Context: an optimization exercise on an open-source flow, tuned for small area. The choices shown serve that exercise and are no tape-out recipe. In this exercise RTL edits were held to simulation tests only and were not proved equivalent to the original. No activity file was given, so power comes from the tool's default toggle rates.

==> flow/design.v (outline; a module is shown in full before it is edited, if it fits) <==
// module simd_lane: 1683 lines
// module simd_alu: 29 lines
// module simd_fa: 10 lines
// module simd_ha: 9 lines
// module simd_pp: 11 lines
// module simd_pp2: 9 lines
// module simd_mux: 8 lines
// module simd_xor: 7 lines
// module simd_xnor: 7 lines
// module simd_inv: 6 lines
// module simd_nor2: 7 lines
// module simd_nor2b: 7 lines
// module simd_nand2: 7 lines
// module simd_ao21i: 8 lines
// module simd_oa21i: 8 lines
// module simd_core: 19 lines
module simd_core (
    input  wire         clk,
    input  wire         reset,
    input  wire [1:0]   opcode,
    input  wire [127:0] src_a,
    input  wire [127:0] src_b,
    output wire [127:0] result
);
  // ...
==> flow/flow/run.sh <==
#!/bin/bash
set -euo pipefail
export SYNTH_CANONICALIZE_TCL=$PWD/flow/canon.tcl
export BUFFER_PORTS_ARGS="-buffer_cell sky130_fd_sc_hd__buf_1"
bash standard.sh > standard.log 2>&1
==> flow/flow/canon.tcl <==
read_verilog -overwrite [file join [file dirname [info script]] cells.v]
hierarchy -check -top $::env(DESIGN_NAME)
==> flow/flow/cells.v <==
// Library-cell bodies for the leaf modules of rtl/simd_alu.v,
// read by flow/canon.tcl in place of the behavioural ones.
module simd_fa (
    input  wire a,
    input  wire b,
    input  wire c,
    output wire s,
    output wire co
);
    sky130_fd_sc_hd__fa_1 u (.A(a), .B(b), .CIN(c), .SUM(s), .COUT(co));
endmodule

module simd_ha (
    input  wire a,
    input  wire b,
    output wire s,
    output wire co
);
    sky130_fd_sc_hd__ha_1 u (.A(a), .B(b), .SUM(s), .COUT(co));
endmodule

module simd_pp (
    input  wire a1,
    input  wire s1,
    input  wire a2,
    input  wire s2,
    input  wire a3,
    input  wire s3,
    output wire y
);
    sky130_fd_sc_hd__a222oi_1 u (.A1(a1), .A2(s1), .B1(a2), .B2(s2), .C1(a3), .C2(s3), .Y(y));
endmodule

module simd_pp2 (
    input  wire a1,
    input  wire s1,
    input  wire a2,
    input  wire s2,
    output wire y
);
    sky130_fd_sc_hd__a22oi_1 u (.A1(a1), .A2(s1), .B1(a2), .B2(s2), .Y(y));
endmodule

module simd_mux (
    input  wire a0,
    input  wire a1,
    input  wire s,
    output wire y
);
    sky130_fd_sc_hd__mux2_1 u (.A0(a0), .A1(a1), .S(s), .X(y));
endmodule

module simd_xor (
    input  wire a,
    input  wire b,
    output wire y
);
    sky130_fd_sc_hd__xor2_1 u (.A(a), .B(b), .X(y));
endmodule

module simd_xnor (
    input  wire a,
    input  wire b,
    output wire y
);
    sky130_fd_sc_hd__xnor2_1 u (.A(a), .B(b), .Y(y));
endmodule

module simd_inv (
    input  wire a,
    output wire y
);
    sky130_fd_sc_hd__inv_1 u (.A(a), .Y(y));
endmodule

module simd_nor2 (
    input  wire a,
    input  wire b,
    output wire y
);
    sky130_fd_sc_hd__nor2_1 u (.A(a), .B(b), .Y(y));
endmodule

module simd_nor2b (
    input  wire a,
    input  wire bn,
    output wire y
);
    sky130_fd_sc_hd__nor2b_1 u (.A(a), .B_N(bn), .Y(y));
endmodule

module simd_nand2 (
    input  wire a,
    input  wire b,
    output wire y
);
    sky130_fd_sc_hd__nand2_1 u (.A(a), .B(b), .Y(y));
endmodule

module simd_ao21i (
    input  wire a1,
    input  wire a2,
    input  wire b1,
    output wire y
);
    sky130_fd_sc_hd__a21oi_1 u (.A1(a1), .A2(a2), .B1(b1), .Y(y));
endmodule

module simd_oa21i (
    input  wire a1,
    input  wire a2,
    input  wire b1,
    output wire y
);
    sky130_fd_sc_hd__o21ai_1 u (.A1(a1), .A2(a2), .B1(b1), .Y(y));
endmodule
==> flow/standard.sh <==
#!/bin/bash
# synth_recipe.tcl (not shown) runs the flow's synth.tcl, then flattens the netlist and writes it again
# the make line also repeats each setting of config.mk as NAME=value (left out here)
make -C /OpenROAD-flow-scripts/flow DESIGN_CONFIG=/design/flow/config.mk WORK_HOME=/design/flow/orfs CLKGATE_MAP_FILE= SYNTH_SCRIPT=/design/flow/synth_recipe.tcl "${@:-finish}"
==> flow/config.mk <==
export PLATFORM = sky130hd
export DESIGN_NAME = simd_core
export DESIGN_NICKNAME = simd_core
export VERILOG_FILES = /design/flow/design.v
export SDC_FILE = /design/flow/constraint.sdc
export NUM_CORES = 4
export LEC_CHECK = 0
export ABC_AREA = 1
export CAP_MARGIN = 20
export CELL_PAD_IN_SITES_DETAIL_PLACEMENT = 1
export CELL_PAD_IN_SITES_GLOBAL_PLACEMENT = 1
export CORE_MARGIN = 2
export CORE_UTILIZATION = 40
export PLACE_DENSITY = 0.5
export SLEW_MARGIN = 20
==> flow/constraint.sdc <==
create_clock -name core_clock -period 10.0 [get_ports {clk}]
set_input_delay 2.0000 -clock core_clock [delete_from_list [all_inputs] [get_ports {clk}]]
set_output_delay 2.0000 -clock core_clock [all_outputs]
set_load 0.01 [all_outputs]
==> run notes, run 1 <==
* Mapped cell area at 40100 um^2
* Compound-gate portion of the synthesized area at 30.4%
* GR Layer Usage met1 at 52.8%
* Largest net degree at the start of global routing at 70
* ClkCell Share at 1.25%
* #FFs+latches synth at 128
* # clock sinks at 128
* Worst setup path endpoint: alu.result[29]
* VDD IR max at 0.125 mV
* Core area at 99700 um^2
* Headroom to the max-slew limit at 22.4%
* Psw at 2.89 mW
* Maximum clock rate at 106 MHz
* Synth Area in XOR/XNOR at 9.08%
* Synth cell types at 22
* Outcome: no timing/DRC/antenna violations
* Met1 WL at 77500 um
* Seq area share at 5.49%
* Syn nets at 4837
* WL met3 at 26100 um
* Power per cell area at 116 nW/um^2
* Synth top area cells: fa_1, a222oi_1, xor2_1
* CP dominant cell by count: a21oi_1
* Worst Hold Slack at 2.27 ns
* Non-clock buffers at 741
* Final Instance Count excl. Fillers at 5725
==> run 2, diff against run 1 <==
--- a/flow/design.v
+++ b/flow/design.v
@@ -1463,228 +1463,214 @@
     wire xor_53_y;
     simd_xor u_xor_53 (.a(fa_143_co), .b(fa_155_s), .y(xor_53_y));
     wire nor2_20_y;
     simd_nor2 u_nor2_20 (.a(fa_168_co), .b(fa_181_s), .y(nor2_20_y));
     wire xor_54_y;
     simd_xor u_xor_54 (.a(fa_168_co), .b(fa_181_s), .y(xor_54_y));
     wire ao21i_36_y;
     simd_ao21i u_ao21i_36 (.a1(xor_41_y), .a2(nor2_6_y), .b1(nor2_7_y), .y(ao21i_36_y));
+    wire nor2_21_y;
+    simd_nor2 u_nor2_21 (.a(fa_0_s), .b(ao21i_36_y), .y(nor2_21_y));
+    wire ao21i_37_y;
+    simd_ao21i u_ao21i_37 (.a1(xor_42_y), .a2(nor2_21_y), .b1(nor2_8_y), .y(ao21i_37_y));
+    wire nor2_22_y;
+    simd_nor2 u_nor2_22 (.a(fa_3_s), .b(ao21i_37_y), .y(nor2_22_y));
+    wire ao21i_38_y;
+    simd_ao21i u_ao21i_38 (.a1(xor_43_y), .a2(nor2_22_y), .b1(nor2_9_y), .y(ao21i_38_y));
+    wire nor2_23_y;
+    simd_nor2 u_nor2_23 (.a(fa_8_s), .b(ao21i_38_y), .y(nor2_23_y));
+    wire ao21i_39_y;
+    simd_ao21i u_ao21i_39 (.a1(xor_44_y), .a2(nor2_23_y), .b1(nor2_10_y), .y(ao21i_39_y));
+    wire nor2_24_y;
+    simd_nor2 u_nor2_24 (.a(fa_15_s), .b(ao21i_39_y), .y(nor2_24_y));
+    wire ao21i_40_y;
+    simd_ao21i u_ao21i_40 (.a1(xor_45_y), .a2(nor2_24_y), .b1(nor2_11_y), .y(ao21i_40_y));
+    wire nor2_25_y;
+    simd_nor2 u_nor2_25 (.a(fa_24_s), .b(ao21i_40_y), .y(nor2_25_y));
+    wire ao21i_41_y;
+    simd_ao21i u_ao21i_41 (.a1(xor_46_y), .a2(nor2_25_y), .b1(nor2_12_y), .y(ao21i_41_y));
+    wire nor2_26_y;
+    simd_nor2 u_nor2_26 (.a(fa_35_s), .b(ao21i_41_y), .y(nor2_26_y));
+    wire ao21i_42_y;
+    simd_ao21i u_ao21i_42 (.a1(xor_47_y), .a2(nor2_26_y), .b1(nor2_13_y), .y(ao21i_42_y));
+    wire nor2_27_y;
+    simd_nor2 u_nor2_27 (.a(fa_48_s), .b(ao21i_42_y), .y(nor2_27_y));
     wire nor2b_0_y;
-    simd_nor2b u_nor2b_0 (.a(fa_0_s), .bn(xor_42_y), .y(nor2b_0_y));
+    simd_nor2b u_nor2b_0 (.a(fa_63_s), .bn(nor2_14_y), .y(nor2b_0_y));
     wire nor2b_1_y;
-    simd_nor2b u_nor2b_1 (.a(fa_3_s), .bn(xor_43_y), .y(nor2b_1_y));
+    simd_nor2b u_nor2b_1 (.a(fa_63_s), .bn(xor_48_y), .y(nor2b_1_y));
     wire nor2b_2_y;
-    simd_nor2b u_nor2b_2 (.a(fa_8_s), .bn(xor_44_y), .y(nor2b_2_y));
+    simd_nor2b u_nor2b_2 (.a(fa_80_s), .bn(nor2_15_y), .y(nor2b_2_y));
     wire nor2b_3_y;
-    simd_nor2b u_nor2b_3 (.a(fa_15_s), .bn(xor_45_y), .y(nor2b_3_y));
+    simd_nor2b u_nor2b_3 (.a(fa_80_s), .bn(xor_49_y), .y(nor2b_3_y));
     wire nor2b_4_y;
-    simd_nor2b u_nor2b_4 (.a(fa_24_s), .bn(xor_46_y), .y(nor2b_4_y));
+    simd_nor2b u_nor2b_4 (.a(fa_99_s), .bn(nor2_16_y), .y(nor2b_4_y));
     wire nor2b_5_y;
-    simd_nor2b u_nor2b_5 (.a(fa_35_s), .bn(xor_47_y), .y(nor2b_5_y));
+    simd_nor2b u_nor2b_5 (.a(fa_99_s), .bn(xor_50_y), .y(nor2b_5_y));
     wire nor2b_6_y;
-    simd_nor2b u_nor2b_6 (.a(fa_48_s), .bn(xor_48_y), .y(nor2b_6_y));
+    simd_nor2b u_nor2b_6 (.a(fa_120_s), .bn(nor2_17_y), .y(nor2b_6_y));
     wire nor2b_7_y;
-    simd_nor2b u_nor2b_7 (.a(fa_63_s), .bn(xor_49_y), .y(nor2b_7_y));
+    simd_nor2b u_nor2b_7 (.a(fa_120_s), .bn(xor_51_y), .y(nor2b_7_y));
     wire nor2b_8_y;
-    simd_nor2b u_nor2b_8 (.a(fa_80_s), .bn(xor_50_y), .y(nor2b_8_y));
+    simd_nor2b u_nor2b_8 (.a(fa_143_s), .bn(nor2_18_y), .y(nor2b_8_y));
     wire nor2b_9_y;
-    simd_nor2b u_nor2b_9 (.a(fa_99_s), .bn(xor_51_y), .y(nor2b_9_y));
+    simd_nor2b u_nor2b_9 (.a(fa_143_s), .bn(xor_52_y), .y(nor2b_9_y));
     wire nor2b_10_y;
-    simd_nor2b u_nor2b_10 (.a(fa_120_s), .bn(xor_52_y), .y(nor2b_10_y));
+    simd_nor2b u_nor2b_10 (.a(fa_168_s), .bn(nor2_19_y), .y(nor2b_10_y));
     wire nor2b_11_y;
-    simd_nor2b u_nor2b_11 (.a(fa_143_s), .bn(xor_53_y), .y(nor2b_11_y));
+    simd_nor2b u_nor2b_11 (.a(fa_168_s), .bn(xor_53_y), .y(nor2b_11_y));
     wire nor2b_12_y;
-    simd_nor2b u_nor2b_12 (.a(fa_168_s), .bn(xor_54_y), .y(nor2b_12_y));
-    wire inv_10_y;
-    simd_inv u_inv_10 (.a(ao21i_36_y), .y(inv_10_y));
-    wire ao21i_37_y;
-    simd_ao21i u_ao21i_37 (.a1(nor2b_0_y), .a2(inv_10_y), .b1(nor2_8_y), .y(ao21i_37_y));
-    wire ao21i_38_y;
-    simd_ao21i u_ao21i_38 (.a1(nor2b_2_y), .a2(nor2_9_y), .b1(nor2_10_y), .y(ao21i_38_y));
+    simd_nor2b u_nor2b_12 (.a(fa_195_s), .bn(nor2_20_y), .y(nor2b_12_y));
+    wire nor2b_13_y;
+    simd_nor2b u_nor2b_13 (.a(fa_195_s), .bn(xor_54_y), .y(nor2b_13_y));
+    wire ao21i_43_y;
+    simd_ao21i u_ao21i_43 (.a1(nor2b_1_y), .a2(nor2_27_y), .b1(nor2b_0_y), .y(ao21i_43_y));
+    wire ao21i_44_y;
+    simd_ao21i u_ao21i_44 (.a1(nor2b_5_y), .a2(nor2b_2_y), .b1(nor2b_4_y), .y(ao21i_44_y));
     wire nand2_16_y;
-    simd_nand2 u_nand2_16 (.a(nor2b_2_y), .b(nor2b_1_y), .y(nand2_16_y));
-    wire ao21i_39_y;
-    simd_ao21i u_ao21i_39 (.a1(nor2b_4_y), .a2(nor2_11_y), .b1(nor2_12_y), .y(ao21i_39_y));
+    simd_nand2 u_nand2_16 (.a(nor2b_5_y), .b(nor2b_3_y), .y(nand2_16_y));
+    wire ao21i_45_y;
+    simd_ao21i u_ao21i_45 (.a1(nor2b_9_y), .a2(nor2b_6_y), .b1(nor2b_8_y), .y(ao21i_45_y));
     wire nand2_17_y;
-    simd_nand2 u_nand2_17 (.a(nor2b_4_y), .b(nor2b_3_y), .y(nand2_17_y));
-    wire ao21i_40_y;
-    simd_ao21i u_ao21i_40 (.a1(nor2b_6_y), .a2(nor2_13_y), .b1(nor2_14_y), .y(ao21i_40_y));
+    simd_nand2 u_nand2_17 (.a(nor2b_9_y), .b(nor2b_7_y), .y(nand2_17_y));
+    wire ao21i_46_y;
+    simd_ao21i u_ao21i_46 (.a1(nor2b_13_y), .a2(nor2b_10_y), .b1(nor2b_12_y), .y(ao21i_46_y));
     wire nand2_18_y;
-    simd_nand2 u_nand2_18 (.a(nor2b_6_y), .b(nor2b_5_y), .y(nand2_18_y));
-    wire ao21i_41_y;
-    simd_ao21i u_ao21i_41 (.a1(nor2b_8_y), .a2(nor2_15_y), .b1(nor2_16_y), .y(ao21i_41_y));
-    wire nand2_19_y;
-    simd_nand2 u_nand2_19 (.a(nor2b_8_y), .b(nor2b_7_y), .y(nand2_19_y));
-    wire ao21i_42_y;
-    simd_ao21i u_ao21i_42 (.a1(nor2b_10_y), .a2(nor2_17_y), .b1(nor2_18_y), .y(ao21i_42_y));
-    wire nand2_20_y;
-    simd_nand2 u_nand2_20 (.a(nor2b_10_y), .b(nor2b_9_y), .y(nand2_20_y));
-    wire ao21i_43_y;
-    simd_ao21i u_ao21i_43 (.a1(nor2b_12_y), .a2(nor2_19_y), .b1(nor2_20_y), .y(ao21i_43_y));
-    wire nand2_21_y;
-    simd_nand2 u_nand2_21 (.a(nor2b_12_y), .b(nor2b_11_y), .y(nand2_21_y));
+    simd_nand2 u_nand2_18 (.a(nor2b_13_y), .b(nor2b_11_y), .y(nand2_18_y));
     wire oa21i_16_y;
-    simd_oa21i u_oa21i_16 (.a1(nand2_16_y), .a2(ao21i_37_y), .b1(ao21i_38_y), .y(oa21i_16_y));
+    simd_oa21i u_oa21i_16 (.a1(nand2_16_y), .a2(ao21i_43_y), .b1(ao21i_44_y), .y(oa21i_16_y));
     wire oa21i_17_y;
-    simd_oa21i u_oa21i_17 (.a1(nand2_18_y), .a2(ao21i_39_y), .b1(ao21i_40_y), .y(oa21i_17_y));
-    wire nor2_21_y;
-    simd_nor2 u_nor2_21 (.a(nand2_18_y), .b(nand2_17_y), .y(nor2_21_y));
+    simd_oa21i u_oa21i_17 (.a1(nand2_18_y), .a2(ao21i_45_y), .b1(ao21i_46_y), .y(oa21i_17_y));
+    wire nor2_28_y;
+    simd_nor2 u_nor2_28 (.a(nand2_18_y), .b(nand2_17_y), .y(nor2_28_y));
+    wire ao21i_47_y;
+    simd_ao21i u_ao21i_47 (.a1(nor2_28_y), .a2(oa21i_16_y), .b1(oa21i_17_y), .y(ao21i_47_y));
+    wire inv_10_y;
+    simd_inv u_inv_10 (.a(oa21i_16_y), .y(inv_10_y));
     wire oa21i_18_y;
-    simd_oa21i u_oa21i_18 (.a1(nand2_20_y), .a2(ao21i_41_y), .b1(ao21i_42_y), .y(oa21i_18_y));
-    wire nor2_22_y;
-    simd_nor2 u_nor2_22 (.a(nand2_20_y), .b(nand2_19_y), .y(nor2_22_y));
-    wire ao21i_44_y;
-    simd_ao21i u_ao21i_44 (.a1(nor2_21_y), .a2(oa21i_16_y), .b1(oa21i_17_y), .y(ao21i_44_y));
+    simd_oa21i u_oa21i_18 (.a1(nand2_17_y), .a2(inv_10_y), .b1(ao21i_45_y), .y(oa21i_18_y));
     wire inv_11_y;
-    simd_inv u_inv_11 (.a(ao21i_44_y), .y(inv_11_y));
-    wire ao21i_45_y;
-    simd_ao21i u_ao21i_45 (.a1(nor2_22_y), .a2(inv_11_y), .b1(oa21i_18_y), .y(ao21i_45_y));
-    wire inv_12_y;
-    simd_inv u_inv_12 (.a(oa21i_16_y), .y(inv_12_y));
-    wire oa21i_19_y;
-    simd_oa21i u_oa21i_19 (.a1(nand2_17_y), .a2(inv_12_y), .b1(ao21i_39_y), .y(oa21i_19_y));
-    wire oa21i_20_y;
-    simd_oa21i u_oa21i_20 (.a1(nand2_19_y), .a2(ao21i_44_y), .b1(ao21i_41_y), .y(oa21i_20_y));
-    wire oa21i_21_y;
-    simd_oa21i u_oa21i_21 (.a1(nand2_21_y), .a2(ao21i_45_y), .b1(ao21i_43_y), .y(oa21i_21_y));
-    wire inv_13_y;
-    simd_inv u_inv_13 (.a(ao21i_37_y), .y(inv_13_y));
-    wire ao21i_46_y;
-    simd_ao21i u_ao21i_46 (.a1(nor2b_1_y), .a2(inv_13_y), .b1(nor2_9_y), .y(ao21i_46_y));
-    wire ao21i_47_y;
-    simd_ao21i u_ao21i_47 (.a1(nor2b_3_y), .a2(oa21i_16_y), .b1(nor2_11_y), .y(ao21i_47_y));
+    simd_inv u_inv_11 (.a(ao21i_43_y), .y(inv_11_y));
     wire ao21i_48_y;
-    simd_ao21i u_ao21i_48 (.a1(nor2b_5_y), .a2(oa21i_19_y), .b1(nor2_13_y), .y(ao21i_48_y));
+    simd_ao21i u_ao21i_48 (.a1(nor2b_3_y), .a2(inv_11_y), .b1(nor2b_2_y), .y(ao21i_48_y));
     wire ao21i_49_y;
-    simd_ao21i u_ao21i_49 (.a1(nor2b_7_y), .a2(inv_11_y), .b1(nor2_15_y), .y(ao21i_49_y));
+    simd_ao21i u_ao21i_49 (.a1(nor2b_7_y), .a2(oa21i_16_y), .b1(nor2b_6_y), .y(ao21i_49_y));
     wire ao21i_50_y;
-    simd_ao21i u_ao21i_50 (.a1(nor2b_9_y), .a2(oa21i_20_y), .b1(nor2_17_y), .y(ao21i_50_y));
-    wire inv_14_y;
-    simd_inv u_inv_14 (.a(ao21i_45_y), .y(inv_14_y));
+    simd_ao21i u_ao21i_50 (.a1(nor2b_11_y), .a2(oa21i_18_y), .b1(nor2b_10_y), .y(ao21i_50_y));
     wire ao21i_51_y;
-    simd_ao21i u_ao21i_51 (.a1(nor2b_11_y), .a2(inv_14_y), .b1(nor2_19_y), .y(ao21i_51_y));
-    wire nor2_23_y;
-    simd_nor2 u_nor2_23 (.a(fa_0_s), .b(ao21i_36_y), .y(nor2_23_y));
-    wire nor2_24_y;
-    simd_nor2 u_nor2_24 (.a(fa_3_s), .b(ao21i_37_y), .y(nor2_24_y));
-    wire nor2_25_y;
-    simd_nor2 u_nor2_25 (.a(fa_8_s), .b(ao21i_46_y), .y(nor2_25_y));
-    wire nor2b_13_y;
-    simd_nor2b u_nor2b_13 (.a(fa_15_s), .bn(oa21i_16_y), .y(nor2b_13_y));
-    wire nor2_26_y;
-    simd_nor2 u_nor2_26 (.a(fa_24_s), .b(ao21i_47_y), .y(nor2_26_y));
-    wire nor2b_14_y;
-    simd_nor2b u_nor2b_14 (.a(fa_35_s), .bn(oa21i_19_y), .y(nor2b_14_y));
-    wire nor2_27_y;
-    simd_nor2 u_nor2_27 (.a(fa_48_s), .b(ao21i_48_y), .y(nor2_27_y));
-    wire nor2_28_y;
-    simd_nor2 u_nor2_28 (.a(fa_63_s), .b(ao21i_44_y), .y(nor2_28_y));
-    wire nor2_29_y;
-    simd_nor2 u_nor2_29 (.a(fa_80_s), .b(ao21i_49_y), .y(nor2_29_y));
-    wire nor2b_15_y;
-    simd_nor2b u_nor2b_15 (.a(fa_99_s), .bn(oa21i_20_y), .y(nor2b_15_y));
-    wire nor2_30_y;
-    simd_nor2 u_nor2_30 (.a(fa_120_s), .b(ao21i_50_y), .y(nor2_30_y));
-    wire nor2_31_y;
-    simd_nor2 u_nor2_31 (.a(fa_143_s), .b(ao21i_45_y), .y(nor2_31_y));
-    wire nor2_32_y;
-    simd_nor2 u_nor2_32 (.a(fa_168_s), .b(ao21i_51_y), .y(nor2_32_y));
-    wire nor2b_16_y;
-    simd_nor2b u_nor2b_16 (.a(fa_195_s), .bn(oa21i_21_y), .y(nor2b_16_y));
+    simd_ao21i u_ao21i_51 (.a1(xor_48_y), .a2(nor2_27_y), .b1(nor2_14_y), .y(ao21i_51_y));
+    wire ao21i_52_y;
+    simd_ao21i u_ao21i_52 (.a1(xor_49_y), .a2(inv_11_y), .b1(nor2_15_y), .y(ao21i_52_y));
+    wire inv_12_y;
+    simd_inv u_inv_12 (.a(ao21i_48_y), .y(inv_12_y));
+    wire ao21i_53_y;
+    simd_ao21i u_ao21i_53 (.a1(xor_50_y), .a2(inv_12_y), .b1(nor2_16_y), .y(ao21i_53_y));
+    wire ao21i_54_y;
+    simd_ao21i u_ao21i_54 (.a1(xor_51_y), .a2(oa21i_16_y), .b1(nor2_17_y), .y(ao21i_54_y));
+    wire inv_13_y;
+    simd_inv u_inv_13 (.a(ao21i_49_y), .y(inv_13_y));
+    wire ao21i_55_y;
+    simd_ao21i u_ao21i_55 (.a1(xor_52_y), .a2(inv_13_y), .b1(nor2_18_y), .y(ao21i_55_y));
+    wire ao21i_56_y;
+    simd_ao21i u_ao21i_56 (.a1(xor_53_y), .a2(oa21i_18_y), .b1(nor2_19_y), .y(ao21i_56_y));
+    wire inv_14_y;
+    simd_inv u_inv_14 (.a(ao21i_50_y), .y(inv_14_y));
+    wire ao21i_57_y;
+    simd_ao21i u_ao21i_57 (.a1(xor_54_y), .a2(inv_14_y), .b1(nor2_20_y), .y(ao21i_57_y));
     wire xor_55_y;
     simd_xor u_xor_55 (.a(xor_41_y), .b(nor2_6_y), .y(xor_55_y));
     wire xor_56_y;
     simd_xor u_xor_56 (.a(fa_0_s), .b(ao21i_36_y), .y(xor_56_y));
     wire xor_57_y;
-    simd_xor u_xor_57 (.a(xor_42_y), .b(nor2_23_y), .y(xor_57_y));
+    simd_xor u_xor_57 (.a(xor_42_y), .b(nor2_21_y), .y(xor_57_y));
     wire xor_58_y;
     simd_xor u_xor_58 (.a(fa_3_s), .b(ao21i_37_y), .y(xor_58_y));
     wire xor_59_y;
-    simd_xor u_xor_59 (.a(xor_43_y), .b(nor2_24_y), .y(xor_59_y));
+    simd_xor u_xor_59 (.a(xor_43_y), .b(nor2_22_y), .y(xor_59_y));
     wire xor_60_y;
-    simd_xor u_xor_60 (.a(fa_8_s), .b(ao21i_46_y), .y(xor_60_y));
+    simd_xor u_xor_60 (.a(fa_8_s), .b(ao21i_38_y), .y(xor_60_y));
     wire xor_61_y;
-    simd_xor u_xor_61 (.a(xor_44_y), .b(nor2_25_y), .y(xor_61_y));
-    wire xnor_20_y;
-    simd_xnor u_xnor_20 (.a(fa_15_s), .b(oa21i_16_y), .y(xnor_20_y));
+    simd_xor u_xor_61 (.a(xor_44_y), .b(nor2_23_y), .y(xor_61_y));
     wire xor_62_y;
-    simd_xor u_xor_62 (.a(xor_45_y), .b(nor2b_13_y), .y(xor_62_y));
+    simd_xor u_xor_62 (.a(fa_15_s), .b(ao21i_39_y), .y(xor_62_y));
     wire xor_63_y;
-    simd_xor u_xor_63 (.a(fa_24_s), .b(ao21i_47_y), .y(xor_63_y));
+    simd_xor u_xor_63 (.a(xor_45_y), .b(nor2_24_y), .y(xor_63_y));
     wire xor_64_y;
-    simd_xor u_xor_64 (.a(xor_46_y), .b(nor2_26_y), .y(xor_64_y));
-    wire xnor_21_y;
-    simd_xnor u_xnor_21 (.a(fa_35_s), .b(oa21i_19_y), .y(xnor_21_y));
+    simd_xor u_xor_64 (.a(fa_24_s), .b(ao21i_40_y), .y(xor_64_y));
     wire xor_65_y;
-    simd_xor u_xor_65 (.a(xor_47_y), .b(nor2b_14_y), .y(xor_65_y));
+    simd_xor u_xor_65 (.a(xor_46_y), .b(nor2_25_y), .y(xor_65_y));
     wire xor_66_y;
-    simd_xor u_xor_66 (.a(fa_48_s), .b(ao21i_48_y), .y(xor_66_y));
+    simd_xor u_xor_66 (.a(fa_35_s), .b(ao21i_41_y), .y(xor_66_y));
     wire xor_67_y;
-    simd_xor u_xor_67 (.a(xor_48_y), .b(nor2_27_y), .y(xor_67_y));
+    simd_xor u_xor_67 (.a(xor_47_y), .b(nor2_26_y), .y(xor_67_y));
     wire xor_68_y;
-    simd_xor u_xor_68 (.a(fa_63_s), .b(ao21i_44_y), .y(xor_68_y));
+    simd_xor u_xor_68 (.a(fa_48_s), .b(ao21i_42_y), .y(xor_68_y));
     wire xor_69_y;
-    simd_xor u_xor_69 (.a(xor_49_y), .b(nor2_28_y), .y(xor_69_y));
+    simd_xor u_xor_69 (.a(xor_48_y), .b(nor2_27_y), .y(xor_69_y));
     wire xor_70_y;
-    simd_xor u_xor_70 (.a(fa_80_s), .b(ao21i_49_y), .y(xor_70_y));
+    simd_xor u_xor_70 (.a(fa_63_s), .b(ao21i_51_y), .y(xor_70_y));
+    wire xnor_20_y;
+    simd_xnor u_xnor_20 (.a(xor_49_y), .b(ao21i_43_y), .y(xnor_20_y));
     wire xor_71_y;
-    simd_xor u_xor_71 (.a(xor_50_y), .b(nor2_29_y), .y(xor_71_y));
-    wire xnor_22_y;
-    simd_xnor u_xnor_22 (.a(fa_99_s), .b(oa21i_20_y), .y(xnor_22_y));
+    simd_xor u_xor_71 (.a(fa_80_s), .b(ao21i_52_y), .y(xor_71_y));
+    wire xnor_21_y;
+    simd_xnor u_xnor_21 (.a(xor_50_y), .b(ao21i_48_y), .y(xnor_21_y));
     wire xor_72_y;
-    simd_xor u_xor_72 (.a(xor_51_y), .b(nor2b_15_y), .y(xor_72_y));
+    simd_xor u_xor_72 (.a(fa_99_s), .b(ao21i_53_y), .y(xor_72_y));
     wire xor_73_y;
-    simd_xor u_xor_73 (.a(fa_120_s), .b(ao21i_50_y), .y(xor_73_y));
+    simd_xor u_xor_73 (.a(xor_51_y), .b(oa21i_16_y), .y(xor_73_y));
     wire xor_74_y;
-    simd_xor u_xor_74 (.a(xor_52_y), .b(nor2_30_y), .y(xor_74_y));
+    simd_xor u_xor_74 (.a(fa_120_s), .b(ao21i_54_y), .y(xor_74_y));
+    wire xnor_22_y;
+    simd_xnor u_xnor_22 (.a(xor_52_y), .b(ao21i_49_y), .y(xnor_22_y));
     wire xor_75_y;
-    simd_xor u_xor_75 (.a(fa_143_s), .b(ao21i_45_y), .y(xor_75_y));
+    simd_xor u_xor_75 (.a(fa_143_s), .b(ao21i_55_y), .y(xor_75_y));
     wire xor_76_y;
-    simd_xor u_xor_76 (.a(xor_53_y), .b(nor2_31_y), .y(xor_76_y));
+    simd_xor u_xor_76 (.a(xor_53_y), .b(oa21i_18_y), .y(xor_76_y));
     wire xor_77_y;
-    simd_xor u_xor_77 (.a(fa_168_s), .b(ao21i_51_y), .y(xor_77_y));
-    wire xor_78_y;
-    simd_xor u_xor_78 (.a(xor_54_y), .b(nor2_32_y), .y(xor_78_y));
+    simd_xor u_xor_77 (.a(fa_168_s), .b(ao21i_56_y), .y(xor_77_y));
     wire xnor_23_y;
-    simd_xnor u_xnor_23 (.a(fa_195_s), .b(oa21i_21_y), .y(xnor_23_y));
-    wire xor_79_y;
-    simd_xor u_xor_79 (.a(xor_39_y), .b(nor2b_16_y), .y(xor_79_y));
+    simd_xnor u_xnor_23 (.a(xor_54_y), .b(ao21i_50_y), .y(xnor_23_y));
+    wire xor_78_y;
+    simd_xor u_xor_78 (.a(fa_195_s), .b(ao21i_57_y), .y(xor_78_y));
+    wire xnor_24_y;
+    simd_xnor u_xnor_24 (.a(xor_39_y), .b(ao21i_47_y), .y(xnor_24_y));
     assign y[0] = inv_8_y;
     assign y[1] = inv_9_y;
     assign y[2] = xor_40_y;
     assign y[3] = xor_55_y;
     assign y[4] = xor_56_y;
     assign y[5] = xor_57_y;
     assign y[6] = xor_58_y;
     assign y[7] = xor_59_y;
     assign y[8] = xor_60_y;
     assign y[9] = xor_61_y;
-    assign y[10] = xnor_20_y;
-    assign y[11] = xor_62_y;
-    assign y[12] = xor_63_y;
-    assign y[13] = xor_64_y;
-    assign y[14] = xnor_21_y;
-    assign y[15] = xor_65_y;
-    assign y[16] = xor_66_y;
-    assign y[17] = xor_67_y;
-    assign y[18] = xor_68_y;
-    assign y[19] = xor_69_y;
-    assign y[20] = xor_70_y;
-    assign y[21] = xor_71_y;
-    assign y[22] = xnor_22_y;
-    assign y[23] = xor_72_y;
-    assign y[24] = xor_73_y;
-    assign y[25] = xor_74_y;
+    assign y[10] = xor_62_y;
+    assign y[11] = xor_63_y;
+    assign y[12] = xor_64_y;
+    assign y[13] = xor_65_y;
+    assign y[14] = xor_66_y;
+    assign y[15] = xor_67_y;
+    assign y[16] = xor_68_y;
+    assign y[17] = xor_69_y;
+    assign y[18] = xor_70_y;
+    assign y[19] = xnor_20_y;
+    assign y[20] = xor_71_y;
+    assign y[21] = xnor_21_y;
+    assign y[22] = xor_72_y;
+    assign y[23] = xor_73_y;
+    assign y[24] = xor_74_y;
+    assign y[25] = xnor_22_y;
     assign y[26] = xor_75_y;
     assign y[27] = xor_76_y;
     assign y[28] = xor_77_y;
-    assign y[29] = xor_78_y;
-    assign y[30] = xnor_23_y;
-    assign y[31] = xor_79_y;
+    assign y[29] = xnor_23_y;
+    assign y[30] = xor_78_y;
+    assign y[31] = xnor_24_y;
 endmodule
 module simd_alu #(
     parameter LANES = 4
 )(
     input  wire                clk,
     input  wire                reset,
     input  wire [1:0]          op,      
     input  wire [32*LANES-1:0] a,
==> run 2 against run 1 <==
Cell count is essentially flat. Setup slack gained 0.12 ns. Global-route usage shrank 0.21 points. Clock power grew 3.6%. Die area shrank 0.30%. First-iteration DRC count grew 0.16%. Combinational power grew 1%. Highest routed layer unchanged. Worst hold slack lost 0.13 ns.
==> run notes, run 2 <==
* Outcome: no timing/DRC/antenna violations (unchanged)
* Synth top area share at 39.2% (was 39.1%)
* Multiplexer area fraction after synthesis at 3.49% (was 3.48%)
* Drc violations at 0 (unchanged)
* Core area at 98700 um^2 (was 99700 um^2)
* Final ANT Viol Nets at 0 (unchanged)
* Synth top area cells: fa_1, a222oi_1, xor2_1 (unchanged)
* IO Count at 388 (unchanged)
* Worst hold path class: input pin to flip-flop (unchanged)
* FFs w/ async S/R, synth at 0% (unchanged)
* Max-Cap Viols at 0 (unchanged)
* TritonCTS clock tree: built (unchanged)
* Synth cell types at 22 (unchanged)
* EDFF count, synth at 0 (unchanged)
* YS warnings at 1 (unchanged)
* Headroom to the max-slew limit at 22.0% (was 22.4%)
* Drt initial violations at 12000 (about the same)
* Tmin final at 9.34 ns (was 9.46 ns)
* Initial antenna violation count at 13 (was 16)
* Vias per cell at 7.60 (about the same)
* DR pass1 iterations at 20 (was 19)
* Top post-synthesis cells by count: a222oi_1, fa_1, xor2_1, nor2_1, a21oi_1 (unchanged)
* CTS Buf Count at 17 (unchanged)
* Routed vias at 43500 (about the same)
* Maximum clock rate at 107 MHz (was 106 MHz)
* HPWL after DPL at 151000 um (was 150000 um)
* Number of H-tree levels at 4 (unchanged)
* Fin Setup TNS at 0 ns (unchanged)
* LEAKAGE at 12.3 nW (was 12.2 nW)
* Largest family of logic cells by synthesized area: adder cells (unchanged)
* Most frequent cell after synthesis: a222oi_1 (unchanged)
* Critical path class: input pin to flip-flop (unchanged)
* Most flop-heavy register: alu.result (unchanged)
* Global route overflow at 0 (unchanged)
* Register area share after synthesis at 6.41% (was 6.39%)
* Worst Setup SP: opcode[0] (unchanged)
* Die ar. at 103000 um^2 (about the same)
* Post-Synth Simple-Gate Area at 5.63% (was 6.07%)
* Critical Path Sink Type: flip-flop (unchanged)
* #FFs+latches synth at 128 (unchanged)
* Clk slew on worst S/H paths at 0.09 ns (was 0.08 ns)
* RSZ-0062 raised after global routing: no (unchanged)
* Endpoints failing setup at 0 (unchanged)
* IO buf count at 387 (unchanged)
* Most frequent cells in the layout: a222oi_1, fa_1, buf_1 (unchanged)
* Critical hold path startpoint: src_a[96] (unchanged)
* Data required, critical path at 10.47 ns (was 10.43 ns)
* # hold bufs at CTS at 0 (unchanged)
* Row cnt at 115 (was 116)
* Post-cts resize count at 0 (unchanged)
* Worst slew pin tran at 1.16 ns (about the same)
* Biggest regs: alu.result: 128 flops (unchanged)
* Gpl congestion at 0.959 (was 0.938)
* Area Overhead vs Synth at 17.1% (was 16.4%)
* Number of flip-flops under the largest register name at 128 (unchanged)
* CTS Buffer Depth at 2 (unchanged)
* Root Driver: clkbuf_16 (unchanged)
* Yosys top cell by area: fa_1 (unchanged)
* Final core utilization at 47.5% (was 46.8%)
* Worst Path Arrival at 9.81 ns (was 9.89 ns)
* Adder-Cell Fraction of Synth Area at 43.2% (was 43.1%)
* CP startpoint kind: input pin (unchanged)
* Share of post-route cells with drive strength above 1 at 11.0% (was 10.1%)
* Syn_area_per_cell at 11.0 um^2 (was 10.9 um^2)
* Mapped cell area at 40000 um^2 (was 40100 um^2)
* Post-CTS Setup Inserts at 0 (unchanged)
* Nets@finish at 5585 (was 5576)
* VDD IR max at 0.128 mV (was 0.125 mV)
* Synth Area in XOR/XNOR at 9.11% (was 9.08%)
* Power per cell area at 118 nW/um^2 (was 116 nW/um^2)
* Final Cell Area at 46800 um^2 (was 46700 um^2)
* Gr usage total at 38.7% (was 38.9%)
* Top FF cell, synth: dfxtp_1 (unchanged)
* # clock sinks at 128 (unchanged)
* Syn nets at 4809 (was 4837)
* Crit share post-route at 93.4% (was 94.6%)
* Starting Density at 40.5% (was 40.2%)
* Final Max Slew Viols at 0 (unchanged)
* Most common cell after layout, fill and taps aside: a222oi_1 (unchanged)
* Largest net degree at the start of global routing at 36 (was 70)
* Wire length per cell at 35.1 um (was 35.5 um)
* Vias in the first global route at 44200 (was 44100)
* Die Height at 320 um (was 321 um)
* Compound-gate portion of the synthesized area at 30.7% (was 30.4%)
* CP Max Fanout at 31 (was 51)
* Final hold vios at 0 (unchanged)
* Gate Count Post-Synth at 3637 (was 3665)
* Worst Hold Path Cells at 4 (unchanged)
* Placed inst area at 46200 um^2 (was 46100 um^2)
* Final wirelength at 201000 um (was 203000 um)
* Die X at 320 um (was 321 um)
* First-pass GRT wire length at 299000 um (was 301000 um)
[run 2: cell types whose count changed after synthesis]
cell and change:
a21oi_1 +24, nor2_1 -16, nand2_1 -12, o21ai_1 -12, xnor2_1 +4, nor2b_1 -12, xor2_1 -4
[run 2: metrics by stage]
step	total power, mW	setup slack (ns)	hold slack [ns]	instances
2_1_floorplan	3.12	1.51	2.13	3637
3_3_place_gp	4.66	0.338	2.39	5681
3_5_place_dp	4.71	0.330	2.39	5681
4_1_cts	5.48	0.889	2.10	5713
5_1_grt	5.85	0.368	2.17	5718
6_report	5.52	0.658	2.14	5722
[run 2: logic make-up (layout without fill, tap and decap cells)]
group           after synthesis  count (layout)
flops                       128             128
simple gates                515             515
xor+xnor                    416             416
buf+inv                     146             935
compound gates             1396            1396
mux                         124             124
fa+ha+maj                   912             912
other cells                   0               9
[run 2: layout make-up]
| cell class | instances | area (um^2) |
|---|---|---|
| multi-input cells | 3363 | 37100 |
| well taps | 1287 | 1610 |
| flip-flops and latches | 128 | 2560 |
| inverters | 125 | 469 |
| diodes | 9 | 22.5 |
| repair buffers | 778 | 4490 |
| clock inverters | 14 | 145 |
| fillers | 11100 | 51900 |
| clock buffers | 18 | 439 |
[run 2: path summary, 6_finish.rpt]
| check | endpoint | slack, ns |
|---|---|---|
| setup / recovery | alu.result[63] | 0.66 |
| hold / removal | alu.result[96] | 2.14 |
[run 2: power breakdown]
group	total, mW	internal (mW)	switching [mW]
registers	0.793	0.722	0.0708
logic	3.98	1.46	2.52
clock network	0.745	0.339	0.407
[run 2: worst max-delay path, cell delays in order]
cell      delay (ns)
clkbuf_4        0.34
buf_12          0.28
mux2_1          0.36
ha_1            0.32
a21oi_1         0.13
o21ai_1         0.14
a21oi_1         0.37
inv_1           0.11
a21oi_1         0.32
o21ai_1         0.15
a21oi_1         0.21
xnor2_1         0.27
buf_4           0.27
a222oi_1        0.45
fa_1            0.53
fa_1            0.40
fa_1            0.40
fa_1            0.51
fa_1            0.41
fa_1            0.61
nor2b_1         0.09
a21oi_1         0.33
o21ai_1         0.13
a21oi_1         0.46
xnor2_1         0.17
[run 2: routing by layer]
layer	part of all wire, %	GRT usage (%)	vias to the layer above
met5	0.029	0	-
li1	-	-	17300
met2	45	60.6	3573
met1	38	52.5	22000
met4	4.5	14.4	12
met3	13	8.49	575

==> static timing again, ports no longer ideal <==
No port has a modelled driver above. Below, the same layouts with a new extraction and two added sets of constraints. Step 1, drivers: a clkbuf_16 drives clk and a buf_2 each remaining input, both assumed. Step 2 also shifts input and output timing later by t, the mid clock arrival at the registers, as if the neighbouring blocks saw the same clock. Slacks: no drivers / after step 1 / after step 2; pairs: no drivers / after step 1.
run	shift t [ns]	setup WS [ns]	hold slack, ns	worst slew at a driven data input, ns	cell pins on the clock port's net
run 1	0.605	0.539 / 0.589 / -0.016	2.267 / 2.252 / 2.400	0.16	1
run 2	0.609	0.658 / 0.637 / 0.028	2.136 / 2.109 / 2.398	0.18	1
With both steps, setup timing fails in run 1, where it was met with ideal ports. For run 2, which loses most, drivers alone change the setup slack by -0.021 ns; drivers and shift together by -0.630 ns.
